Context: an optimization exercise on an open-source flow, tuned for small area and a short achievable clock period. The choices shown serve that exercise and are no tape-out recipe. Function was not checked in any run shown here: the RTL went through the layout flow alone.

## flow/design.v (module list and top-level ports; edited modules follow where they fit)
// module full_adder: 10 lines
// module final_adder: 244 lines
// module fp32_unpacker: 20 lines
// module fp32_aligner: 18 lines
// module wallace_tree_8_inputs: 507 lines
// module fp32_normalizer_rounder: 471 lines
// module fp32_packer: 14 lines
// module fp32_adder_tree_8_inputs: 995 lines
module fp32_adder_tree_8_inputs (
    input wire clk,
    input wire rst_n,
    input wire [127:0] dvr_fp32addtree8to1_s0,
    input wire [127:0] dvr_fp32addtree8to1_s1,
    input wire [2:0] cru_fp32addtree8to1,
    output wire [127:0] dr_fp32addtree8to1_d
);
  // ...
==> flow/flow/run.sh <==
#!/bin/bash
# Layout flow: ORFS, with two changes to its synthesis script and a setup
# margin for timing repair.
#  - synthesis: Yosys's generic synth step runs without its quick ABC pass, so
#    the full adders written in the RTL reach extract_fa as written (no
#    inverters around them); the final ABC mapping uses flow/abc.script.
#  - layout: standard steps; repair_timing aims at SETUP_SLACK_MARGIN; the
#    port buffers are the platform's smallest buffer.
# Each tool's output goes to ORFS's own logs (orfs/logs/...); make's output to flow.log.
set -euo pipefail
HERE=$(pwd)
FL=$HERE/flow
source $FL/params.sh
sed -e 's#^source \$::env(SCRIPTS_DIR)/synth_preamble.tcl#&\nset abc_args [lreplace $abc_args 1 1 '"$FL"'/abc.script]#' \
    -e 's#synth -top \$::env(DESIGN_NAME) -run fine: {\*}\$synth_full_args#& -noabc#' \
    $FLOW_HOME/scripts/synth.tcl > $HERE/my_synth.tcl
grep -q -- '-noabc' $HERE/my_synth.tcl
grep -q 'abc.script\]' $HERE/my_synth.tcl
sed -e "s#source \$::env(SCRIPTS_DIR)/synth.tcl#source $HERE/my_synth.tcl#" synth_recipe.tcl > my_synth_recipe.tcl
grep -q my_synth.tcl my_synth_recipe.tcl
sed -e "s#SYNTH_SCRIPT=[^ ]*#SYNTH_SCRIPT=$HERE/my_synth_recipe.tcl#" standard.sh > my_standard.sh
grep -q my_synth_recipe.tcl my_standard.sh
export SETUP_SLACK_MARGIN=$MARGIN
# every port still gets a buffer, the smallest one
export BUFFER_PORTS_ARGS="${PORTBUF:--buffer_cell sky130_fd_sc_hd__buf_1}"
bash my_standard.sh finish > flow.log 2>&1
==> flow/flow/abc.script <==
strash
dch
map -B 0.9
strash
dch
map -B 0.9
topo
stime -c
buffer -c
upsize -c
dnsize -c
==> flow/flow/params.sh <==
MARGIN=36
==> flow/standard.sh <==
#!/bin/bash
# synth_recipe.tcl (not shown) runs the flow's synth.tcl, then flattens the netlist and writes it again
# the make line also repeats each setting of config.mk as NAME=value (left out here)
make -C /OpenROAD-flow-scripts/flow DESIGN_CONFIG=/design/flow/config.mk WORK_HOME=/design/flow/orfs CLKGATE_MAP_FILE= SYNTH_SCRIPT=/design/flow/synth_recipe.tcl "${@:-finish}"
==> flow/config.mk <==
export PLATFORM = sky130hd
export DESIGN_NAME = fp32_adder_tree_8_inputs
export DESIGN_NICKNAME = fp32_adder_tree_8_inputs
export VERILOG_FILES = /design/flow/design.v
export SDC_FILE = /design/flow/constraint.sdc
export NUM_CORES = 8
export LEC_CHECK = 0
export ABC_AREA = 1
export CAP_MARGIN = 20
export CORE_MARGIN = 2
export CORE_UTILIZATION = 40
export SLEW_MARGIN = 20
==> flow/constraint.sdc <==
create_clock -name core_clock -period 64.0 [get_ports {clk}]
set_input_delay 12.8000 -clock core_clock [delete_from_list [all_inputs] [get_ports {clk}]]
set_output_delay 12.8000 -clock core_clock [all_outputs]
set_load 0.01 [all_outputs]
==> impl_metrics.py, run 1 <==
metrics = {
    "status": {
        "outcome": "no timing/DRC/antenna violations",
    },
    "yosys": {
        "synthXorXnorAreaFrac": 0.101,
        "synth_warnings": 1,
        "yosys.area.top_type_share": 0.177,
        "yosysMostFrequentCell": "nand2_1",
        "yosys.area_share.simple": 0.365,
    },
    "sta": {
        "max_slew_margin": 0.293,
        "setup_viol_count_final": 0,
        "worstMarginPinSlew_ns": 1.05,
    },
    "worst_setup_path": {
        "path_buf_inv": 16,
        "critPathCapture": "sum_qn[7]",
    },
    "cells_and_area": {
        "seqCellArea_sq_um": 876,
        "antennaDiodeCount": 2,
        "clk_share": 0.00363,
    },
    "clock_tree": {
        "cts_buffers": 5,
        "cts_resized": 78,
        "cts_tree": "yes",
    },
    "floorplan": {
        "die_w_microns": 286,
        "die_h_microns": 286,
    },
    "global_route": {
        "grt-ovfl-total": 0,
        "grt_max_degree": 45,
    },
    "route": {
        "dr.pass1.iters": 7,
    },
    "worst_hold_path": {
        "holdCritPathClass": "in2async",
    },
    "place": {
        "placed_area_sq_um": 33800,
    },
}
==> run 2, diff against run 1 <==
==> flow/flow/params.sh (replaced) <==
MARGIN=35
==> impl_metrics.py, run 2 <==
metrics = {
    "floorplan": {
        "die_w_microns": 286,
        "fp.coreArea_sq_um": 78700,
        "num_rows": 103,
        "die-area_sq_um": 81600,
        "die_h_microns": 286,
        "initial_utilization": 0.403,
        "io_pins": 389,
    },
    "route": {
        "vias": 36800,
        "drtIter0Drc": 3312,
        "drc_errors": 0,
        "wl_met3_microns": 8760,
        "ant_nets": 0,
        "met2_length_microns": 63800,
        "wl_per_cell_microns": 20.0,
        "viasPerCell": 5.51,
        "drt-met1-wl_microns": 55800,
        "top_layer_used": "met5",
        "wirelength_microns": 134000,
        "dr.pass1.iters": 6,
    },
    "yosys": {
        "yosys-top-cells-count": "1494 x nand2_1, 747 x o21ai_0, 548 x nor2_1",
        "syn-num-nets": 6039,
        "ys_async_sr_fraction": 1.00,
        "seq_area_frac_synth": 0.0276,
        "ys_ff_latch": 35,
        "post_synth_num_cell_types": 67,
        "synth_area_leaders": "nand2_1 18%, fa_1 15%, o21ai_0 12%",
        "syn-instance-count": 5413,
        "yosys.area.top_type_share": 0.177,
        "synth_warnings": 1,
        "yosysMostFrequentCell": "nand2_1",
        "avgSynthCellArea_sq_um": 5.86,
        "synth-edff-count": 0,
        "ys.flop_type": "dfrtp_1",
        "yosysTopAreaCell": "nand2_1",
        "syn_area_sq_um": 31700,
    },
    "worst_setup_path": {
        "critical_path_class": "in2reg",
        "end_kind": "flop",
        "crit_path_max_incr_delay_ns": 0.56,
        "slowest_stage": "fa_1",
        "cp-start-kind": "primary input",
        "cp.required_ns": 64.20,
        "cp.arrival_ns": 28.15,
        "cp_common_cell": "nand2_1",
        "critPathMaxFanout": 30,
    },
    "cells_and_area": {
        "final_common_cell": "nand2_1",
        "largest-register": "sum_qn",
        "fin_nets": 6248,
        "top_regs": "sum_qn x32, seg_q x2, valid_q x1",
        "drive_gt1_frac": 0.0617,
        "largest_register_ffs": 32,
        "nFillCells": 8820,
        "final_cell_mix": "1480 x nand2_1, 738 x o21ai_0, 535 x nor2_1, 446 x inv_1, 387 x buf_1",
        "area_growth_pct": 8.75,
    },
    "place": {
        "place_congestion": 1.05,
        "portBuffers": 388,
        "dpl.hpwl_microns": 114000,
    },
    "sta": {
        "min_period_ns": 27.94,
        "rsz0062_at_grt": "no",
        "fmax_mhz": 35.8,
        "period_share": 0.437,
        "fin_worst_hold_slack_ns": 12.62,
        "max_slew_margin": 0.278,
        "setup-tns-final_ns": 0,
        "worstMarginPinSlew_ns": 1.07,
        "maxSlewViolCount": 0,
        "final_hold_viol_count": 0,
        "setup_viol_count_final": 0,
    },
    "global_route": {
        "grt_pass1_wl_microns": 198000,
        "grt_pass1_vias": 33600,
        "grt-ovfl-total": 0,
        "grt_max_degree": 45,
        "groute.usage.overall": 0.311,
        "antenna_found_initial": 7,
    },
    "clock_tree": {
        "cts_tree": "yes",
        "cts.sinks": 35,
        "cts-root-buf": "clkbuf_16",
        "path_clk_slew_ns": 0.05,
        "htreeDepth": 2,
        "cts_buffers": 5,
        "clockBufferDepth": 2,
    },
    "worst_hold_path": {
        "holdCritPathClass": "in2async",
    },
    "status": {
        "outcome": "no timing/DRC/antenna violations",
    },
    "job": {
        "maxCapViolations": 0,
    },
}
-- run 2: logic make-up (layout without fill, tap and decap cells) --
logic type,after synthesis,after routing,share of synthesized area
flip-flops,35,35,0.0276
buffers and inverters,785,993,0.0966
XOR/XNOR,363,363,0.101
adder cells (fa/ha/maj),365,365,0.199
AND/OR/NAND/NOR,2699,2699,0.365
other,0,4,0
multiplexers,109,109,0.0344
AO/OA/AOI/OAI,1057,1057,0.177
-- run 2: worst paths after layout --
check / cells after the start / slack, ns / startpoint / end
setup / recovery: 80 / 36.06 / dvr_fp32addtree8to1_s1[40] / sum_qn[1]
hold / removal: 1 / 12.62 / rst_n / sum_qn[8]
max in group asynchronous: 1 / 50.85 / rst_n / sum_qn[28]
min in group core_clock: 1 / 12.63 / cru_fp32addtree8to1[2] / valid_q
-- run 2: layout make-up --
class	count	area, sq um	area share
diodes	4	10.0	0.000290
clock buffers	6	129	0.00373
inverters	515	2030	0.0587
multi-input cells	4593	28000	0.812
flip-flops and latches	35	876	0.0254
well taps	1050	1310	0.0381
repair buffers	455	2010	0.0581
repair inverters	17	113	0.00326
-- run 2: repair_timing --
item / CTS / global route
hold buffers: 0 / 0
buffers inserted: 2 / 20
pin swaps: 1 / 7
cloned: 2 / 15
hold endpoints to repair: 0 / 0
gates resized for setup: 22 / 94
endpoints found under the setup margin: 31 / 31
-- run 2: worst max-delay path, delay by kind of cell --
family,cells,cell delay (ns)
adder cells (fa/ha/maj),9,4.04
AND/OR/NAND/NOR,41,4.46
buffers and inverters,14,2.49
AO/OA/AOI/OAI,12,2.69
XOR/XNOR,4,1.55
-- run 2: routing by layer --
metal / vias to the layer above / GRT usage
met5: - / 0
met4: 10 / 0.100
met3: 238 / 0.0333
met2: 1439 / 0.542
met1: 17000 / 0.400
li1: 18100 / -
-- run 2: stage by stage --
stage	worst slack, ns	std cells	util	cell area (sq um)
after floorplan	38.37	5413	-	31700
after global placement	33.96	6624	0.429	33800
after detailed placement	33.86	6625	0.429	33800
after CTS	35.15	6635	0.432	34000
after global routing	35.01	6672	0.438	34500
final	36.06	6675	0.438	34500
==> run 3, diff against run 2 <==
==> flow/flow/params.sh (replaced) <==
MARGIN=36
export POST_GLOBAL_ROUTE_TCL=$FL/recover.tcl
==> flow/flow/recover.tcl (new file) <==
# Sourced by ORFS after global routing (POST_GLOBAL_ROUTE_TCL), with the
# global-route parasitics estimated.
# Area recovery: try each upsized cell at smaller drive strengths, keep the
# change if the worst setup slack and the slew/capacitance checks do not get worse.
proc rec_wns {} { return [sta::worst_slack_cmd max] }
set db [ord::get_db]
set block [ord::get_db_block]
set wns0 [rec_wns]
set viol0 [expr {[sta::max_slew_violation_count] + [sta::max_capacitance_violation_count]}]
puts "recover: start WNS $wns0 viol $viol0"
set masters {}
foreach lib [$db getLibs] { foreach m [$lib getMasters] { lappend masters [$m getName] } }
set tried 0; set changed 0
foreach inst [$block getInsts] {
  set mname [[$inst getMaster] getName]
  if {![regexp {^sky130_fd_sc_hd__(.+)_(\d+)$} $mname -> base drv]} continue
  if {$drv <= 1} continue
  if {[regexp {^(df|sdf|edf|dl|clk|tap|fill|decap|conb|lpflow|probe)} $base]} continue
  set cands {}
  foreach d {0 1 2 4 6 8 12 16} {
    if {$d >= $drv} break
    set c "sky130_fd_sc_hd__${base}_$d"
    if {[lsearch -exact $masters $c] >= 0} { lappend cands $c }
  }
  foreach c $cands {
    incr tried
    set iname [$inst getName]
    replace_cell $iname $c
    set w [rec_wns]
    set v [expr {[sta::max_slew_violation_count] + [sta::max_capacitance_violation_count]}]
    if {$w >= $wns0 - 1e-12 && $v <= $viol0} { incr changed; break }
    replace_cell $iname $mname
  }
}
puts "recover: tried $tried changed $changed WNS [rec_wns]"
==> impl_metrics.py, run 3 <==
metrics = {
    "floorplan": {
        "fp.coreArea_sq_um": 78700,
        "die-area_sq_um": 81600,
        "num_rows": 103,
        "die_w_microns": 286,
        "io_pins": 389,
        "initial_utilization": 0.403,
        "die_h_microns": 286,
    },
    "worst_setup_path": {
        "end_kind": "flop",
        "slowest_stage": "buf_1",
        "crit_path_max_incr_delay_ns": 0.98,
        "cp.required_ns": 64.20,
        "critical_path_class": "in2reg",
        "cp-start-kind": "primary input",
        "cp_common_cell": "nand2_1",
        "critPathMaxFanout": 33,
        "cp.arrival_ns": 29.15,
    },
    "place": {
        "portBuffers": 388,
        "dpl.hpwl_microns": 114000,
        "place_ws_ns": 33.86,
        "place_congestion": 1.05,
    },
    "yosys": {
        "ys.flop_type": "dfrtp_1",
        "syn_area_sq_um": 31700,
        "seq_area_frac_synth": 0.0276,
        "yosysTopAreaCell": "nand2_1",
        "synth_area_leaders": "nand2_1 18%, fa_1 15%, o21ai_0 12%",
        "ys_ff_latch": 35,
        "synth_warnings": 1,
        "yosys.area.top_type_share": 0.177,
        "ys_async_sr_fraction": 1.00,
        "syn-num-nets": 6039,
        "yosysMostFrequentCell": "nand2_1",
        "synth-edff-count": 0,
        "yosys-top-cells-count": "1494 x nand2_1, 747 x o21ai_0, 548 x nor2_1",
        "avgSynthCellArea_sq_um": 5.86,
        "post_synth_num_cell_types": 67,
        "syn-instance-count": 5413,
    },
    "global_route": {
        "grt_max_degree": 45,
        "grt-ovfl-total": 0,
        "groute.usage.overall": 0.313,
        "grt_pass1_wl_microns": 200000,
        "grt_pass1_vias": 33900,
        "antenna_found_initial": 7,
    },
    "clock_tree": {
        "cts-root-buf": "clkbuf_16",
        "post_cts_buffers": 8,
        "holdBufCountCts": 0,
        "cts_buffers": 5,
        "path_clk_slew_ns": 0.05,
        "clockBufferDepth": 2,
        "htreeDepth": 2,
        "cts_tree": "yes",
        "cts_resized": 78,
        "cts.sinks": 35,
    },
    "cells_and_area": {
        "multi_input_area_sq_um": 27600,
        "final_common_cell": "nand2_1",
        "fin_nets": 6302,
        "seqCellArea_sq_um": 876,
        "largest-register": "sum_qn",
        "nFillCells": 8971,
        "largest_register_ffs": 32,
        "top_regs": "sum_qn x32, seg_q x2, valid_q x1",
        "drive_gt1_frac": 0.0328,
        "final_cell_mix": "1528 x nand2_1, 710 x o21ai_0, 564 x nor2_1, 479 x inv_1, 448 x buf_1",
        "area_growth_pct": 7.31,
    },
    "sta": {
        "maxSlewViolCount": 141,
        "period_share": 0.452,
        "min_period_ns": 28.95,
        "setup_viol_count_final": 0,
        "setup_ws_ns": 35.05,
        "max_slew_margin": -0.361,
        "fmax_mhz": 34.5,
        "worstMarginPinSlew_ns": 2.04,
        "setup-tns-final_ns": 0,
        "final_hold_viol_count": 0,
    },
    "status": {
        "so_faults": "max-capacitance violations, max-slew violations",
        "outcome": "failed layout checks",
    },
    "worst_hold_path": {
        "holdCritPathClass": "in2async",
    },
    "route": {
        "drc_errors": 0,
        "dr.pass1.iters": 6,
        "viasPerCell": 5.53,
        "ant_nets": 0,
        "drtIter0Drc": 3448,
        "wl_per_cell_microns": 20.2,
        "vias": 37200,
        "wirelength_microns": 136000,
    },
    "job": {
        "maxCapViolations": 6,
    },
}
## run 3: worst max-delay path: cells and delay by family
family / cells / cell delay (ns)
and+or+nand+nor: 38 / 5.78
buffers and inverters: 16 / 3.82
adders and majority gates: 8 / 3.81
AOI/OAI and AO/OA: 13 / 2.11
xor gates and xnor gates: 3 / 0.77
## run 3: worst max path at each step
stage                                startpoint         end  slack [ns]
detailed placement   dvr_fp32addtree8to1_s1[11]   sum_qn[0]       33.86
finish              dvr_fp32addtree8to1_s1[126]   sum_qn[5]       35.05
floorplan            dvr_fp32addtree8to1_s1[11]  sum_qn[14]       38.37
global placement     dvr_fp32addtree8to1_s1[11]   sum_qn[0]       33.96
CTS                 dvr_fp32addtree8to1_s1[121]   sum_qn[1]       36.00
## run 3: layout make-up
cell class / count / area share
clock buffer: 6 / 0.00378
antenna: 2 / 0.000147
inverter: 515 / 0.0594
sequential: 35 / 0.0257
tap: 1050 / 0.0386
timing repair inverter: 25 / 0.00492
timing repair buffer: 498 / 0.0584
multi-input combinational: 4596 / 0.809
## run 3: metal layers
| metal | GRT usage | wire, microns | vias to the layer above |
|---|---|---|---|
| li1 | - | - | 18200 |
| met1 | 0.401 | 56500 | 17300 |
| met2 | 0.545 | 64600 | 1447 |
| met3 | 0.0363 | 8980 | 271 |
| met4 | 0.107 | 5730 | 10 |
| met5 | 0 | 59 | - |
## run 3: cells by family after synthesis
group,after synthesis,synth area share
muxes,109,0.0344
adders and majority gates,365,0.199
and+or+nand+nor,2699,0.365
DFF,35,0.0276
xor gates and xnor gates,363,0.101
buffers and inverters,785,0.0966
AOI/OAI and AO/OA,1057,0.177
## run 3: per-stage QoR
stage | hold WS [ns] | instances | utilization | instance area (sq um)
after floorplan | 12.50 | 5413 | - | 31700
after global placement | 12.90 | 6624 | 0.429 | 33800
after detailed placement | 12.90 | 6625 | 0.429 | 33800
after CTS | 12.63 | 6650 | 0.435 | 34200
final | 12.62 | 6727 | 0.433 | 34100
==> run 4, diff against run 3 <==
==> flow/flow/abc.script (replaced) <==
strash
dch
map -B 0.9
mfs
strash
dch
map -B 0.9
topo
stime -c
buffer -c
upsize -c
dnsize -c
==> flow/flow/params.sh (replaced) <==
MARGIN=36
--- a/flow/flow/recover.tcl
+++ b/flow/flow/recover.tcl
@@ -2,5 +2,15 @@
 # global-route parasitics estimated.
-# Area recovery: try each upsized cell at smaller drive strengths, keep the
-# change if the worst setup slack and the slew/capacitance checks do not get worse.
-proc rec_wns {} { return [sta::worst_slack_cmd max] }
+# Area recovery: try each upsized cell at smaller drive strengths and keep the
+# change if the worst setup slack does not get worse, the cell's own worst slack
+# stays at least REC_GUARD ns above it, and no slew/capacitance check fails.
+proc rec_wns {} { return [expr {[sta::worst_slack_cmd max] * 1e9}] }
+proc rec_inst_slack {iname} {
+  set s 1e30
+  foreach p [get_pins -of_objects [get_cells $iname]] {
+    set v [get_property $p slack_max]
+    if {$v ne "" && $v < $s} { set s $v }
+  }
+  return $s
+}
+set guard [expr {[info exists ::env(REC_GUARD)] ? $::env(REC_GUARD) : 1.0}]
 set db [ord::get_db]
@@ -9,3 +19,3 @@
 set viol0 [expr {[sta::max_slew_violation_count] + [sta::max_capacitance_violation_count]}]
-puts "recover: start WNS $wns0 viol $viol0"
+puts "recover: start WNS $wns0 viol $viol0 guard $guard"
 set masters {}
@@ -18,2 +28,4 @@
   if {[regexp {^(df|sdf|edf|dl|clk|tap|fill|decap|conb|lpflow|probe)} $base]} continue
+  set iname [$inst getName]
+  if {[rec_inst_slack $iname] < $wns0 + $guard} continue
   set cands {}
@@ -26,3 +38,2 @@
     incr tried
-    set iname [$inst getName]
     replace_cell $iname $c
@@ -30,3 +41,3 @@
     set v [expr {[sta::max_slew_violation_count] + [sta::max_capacitance_violation_count]}]
-    if {$w >= $wns0 - 1e-12 && $v <= $viol0} { incr changed; break }
+    if {$w >= $wns0 - 1e-6 && $v <= $viol0 && [rec_inst_slack $iname] >= $wns0 + $guard} { incr changed; break }
     replace_cell $iname $mname
==> impl_metrics.py, run 4 <==
metrics = {
    "status": {
        "outcome": "no timing/DRC/antenna violations",
    },
    "clock_tree": {
        "cts_resized": 29,
        "cts_tree": "yes",
        "cts_buffers": 5,
        "cts-root-buf": "clkbuf_16",
        "cts.sinks": 35,
        "clockBufferDepth": 2,
        "post_cts_buffers": 8,
        "path_clk_slew_ns": 0.05,
        "holdBufCountCts": 0,
        "htreeDepth": 2,
    },
    "global_route": {
        "grt_pass1_wl_microns": 197000,
        "grt_max_degree": 46,
        "groute.usage.overall": 0.305,
        "grt-ovfl-total": 0,
        "antenna_found_initial": 3,
        "grt_pass1_vias": 34000,
    },
    "route": {
        "wl_per_cell_microns": 19.6,
        "drtIter0Drc": 3827,
        "ant_nets": 0,
        "dr.pass1.iters": 6,
        "viasPerCell": 5.56,
        "wirelength_microns": 133000,
        "vias": 37600,
        "drc_errors": 0,
    },
    "yosys": {
        "ys_ff_latch": 35,
        "syn_area_sq_um": 31800,
        "ys_async_sr_fraction": 1.00,
        "synth_area_leaders": "nand2_1 18%, fa_1 15%, o21ai_0 12%",
        "avgSynthCellArea_sq_um": 5.82,
        "yosysTopAreaCell": "nand2_1",
        "synth-edff-count": 0,
        "syn-num-nets": 6081,
        "post_synth_num_cell_types": 69,
        "yosys.area.top_type_share": 0.183,
        "synth_warnings": 1,
        "yosys-top-cells-count": "1552 x nand2_1, 745 x o21ai_0, 589 x nor2_1",
        "yosysMostFrequentCell": "nand2_1",
        "ys.flop_type": "dfrtp_1",
        "syn-instance-count": 5455,
        "seq_area_frac_synth": 0.0276,
    },
    "sta": {
        "setup-tns-final_ns": 0,
        "final_hold_viol_count": 0,
        "setup_viol_count_final": 0,
        "min_period_ns": 27.01,
        "fmax_mhz": 37.0,
        "max_slew_margin": 0.222,
        "period_share": 0.422,
        "worstMarginPinSlew_ns": 1.16,
        "maxSlewViolCount": 0,
    },
    "worst_setup_path": {
        "slowest_stage": "xor2_1",
        "end_kind": "flop",
        "critical_path_class": "in2reg",
        "cp-start-kind": "primary input",
        "critPathMaxFanout": 25,
        "cp.arrival_ns": 27.22,
        "crit_path_max_incr_delay_ns": 0.68,
        "cp_common_cell": "nand2_1",
        "cp.required_ns": 64.21,
    },
    "cells_and_area": {
        "nFillCells": 8754,
        "drive_gt1_frac": 0.0730,
        "top_regs": "sum_qn x32, seg_q x2, valid_q x1",
        "area_growth_pct": 10.8,
        "final_common_cell": "nand2_1",
        "final_util": 0.447,
        "largest-register": "sum_qn",
        "fin_nets": 6336,
        "multi_input_area_sq_um": 28500,
        "antennaDiodeCount": 0,
        "seqCellArea_sq_um": 876,
        "largest_register_ffs": 32,
        "fin_area_sq_um": 35200,
        "final_cell_mix": "1538 x nand2_1, 726 x o21ai_0, 580 x nor2_1, 417 x inv_1, 383 x buf_1",
    },
    "floorplan": {
        "num_rows": 103,
        "die_w_microns": 286,
        "io_pins": 389,
        "fp.coreArea_sq_um": 78700,
        "die_h_microns": 286,
        "die-area_sq_um": 81700,
        "initial_utilization": 0.403,
    },
    "place": {
        "portBuffers": 388,
        "placed_area_sq_um": 33700,
        "dpl.hpwl_microns": 111000,
        "place_congestion": 1.02,
    },
    "worst_hold_path": {
        "holdCritPathClass": "in2async",
    },
    "job": {
        "maxCapViolations": 0,
    },
}
-- run 4: worst max-delay path, delay by kind of cell --
family,cells,cell delay [ns]
and+or+nand+nor,44,5.21
xor gates and xnor gates,5,1.47
adders and majority gates,10,4.09
AOI/OAI and AO/OA,11,2.06
buffers and inverters,10,1.50
-- run 4: worst paths after layout --
check / from / endpoint / slack (ns) / cells after the start
setup / recovery: dvr_fp32addtree8to1_s1[61] / sum_qn[5] / 36.99 / 80
hold / removal: rst_n / sum_qn[8] / 12.63 / 1
max in group asynchronous: rst_n / seg_q[1] / 50.85 / 1
min in group core_clock: cru_fp32addtree8to1[2] / valid_q / 12.63 / 1
-- run 4: layout make-up --
cell class,count,area share
clock buffer,6,0.00395
clock inverter,1,0.000142
inverter,482,0.0548
multi-input combinational,4674,0.809
sequential,35,0.0249
tap,1050,0.0373
timing repair buffer,494,0.0663
timing repair inverter,18,0.00327
-- run 4: stage by stage --
step	instances	setup slack (ns)	hold WS [ns]
6_report	6760	36.99	12.63
3_5_place_dp	6663	34.05	12.91
4_1_cts	6680	36.00	12.62
2_1_floorplan	5455	38.64	12.50
3_3_place_gp	6662	34.21	12.90
-- run 4: logic make-up after synthesis --
kind of cell / count (synthesis) / share of synthesized area
flip-flops: 35 / 0.0276
adder cells (fa/ha/maj): 365 / 0.199
buffers and inverters: 750 / 0.0941
multiplexers: 91 / 0.0287
XOR/XNOR: 355 / 0.0984
AO/OA/AOI/OAI: 1069 / 0.180
AND/OR/NAND/NOR: 2790 / 0.373
-- run 4: metal layers --
layer | GRT usage | share of wire | vias up
li1 | - | - | 18300
met5 | 0 | 0.00032 | -
met1 | 0.401 | 0.42 | 17500
met4 | 0.105 | 0.041 | 6
met3 | 0.0300 | 0.066 | 249
met2 | 0.522 | 0.47 | 1510

separate check: timing with driven ports:
The results above use ideal ports. As a check the final layouts listed here were re-extracted and re-timed, cells and wires unchanged.
Step 1 sets driving cells, clkbuf_16 on the clock port and buf_2 on the other inputs (assumed; they add their load-dependent delay and slew).
Step 2 adds t to the input delays and takes it off the output delays; t is the mean of the earliest and latest rising clock arrival at the registers after step 1. Input paths then give back, and output paths get back, about the clock's delay inside the block.
Three values: ideal ports, drivers, drivers and shift; two values: the first two.
run	t (ns)	setup slack, ns	worst register clock-pin slew, ns
run 1	0.301	36.858 / 36.870 / 36.569	0.05 / 0.05
run 2	0.301	36.058 / 36.043 / 35.742	0.05 / 0.05
run 3	0.301	35.052 / 35.008 / 34.707	0.05 / 0.05
run 4	0.304	36.990 / 37.001 / 36.697	0.05 / 0.05
For run 3, which loses most, drivers alone change the setup slack by -0.044 ns; drivers and shift together by -0.345 ns.
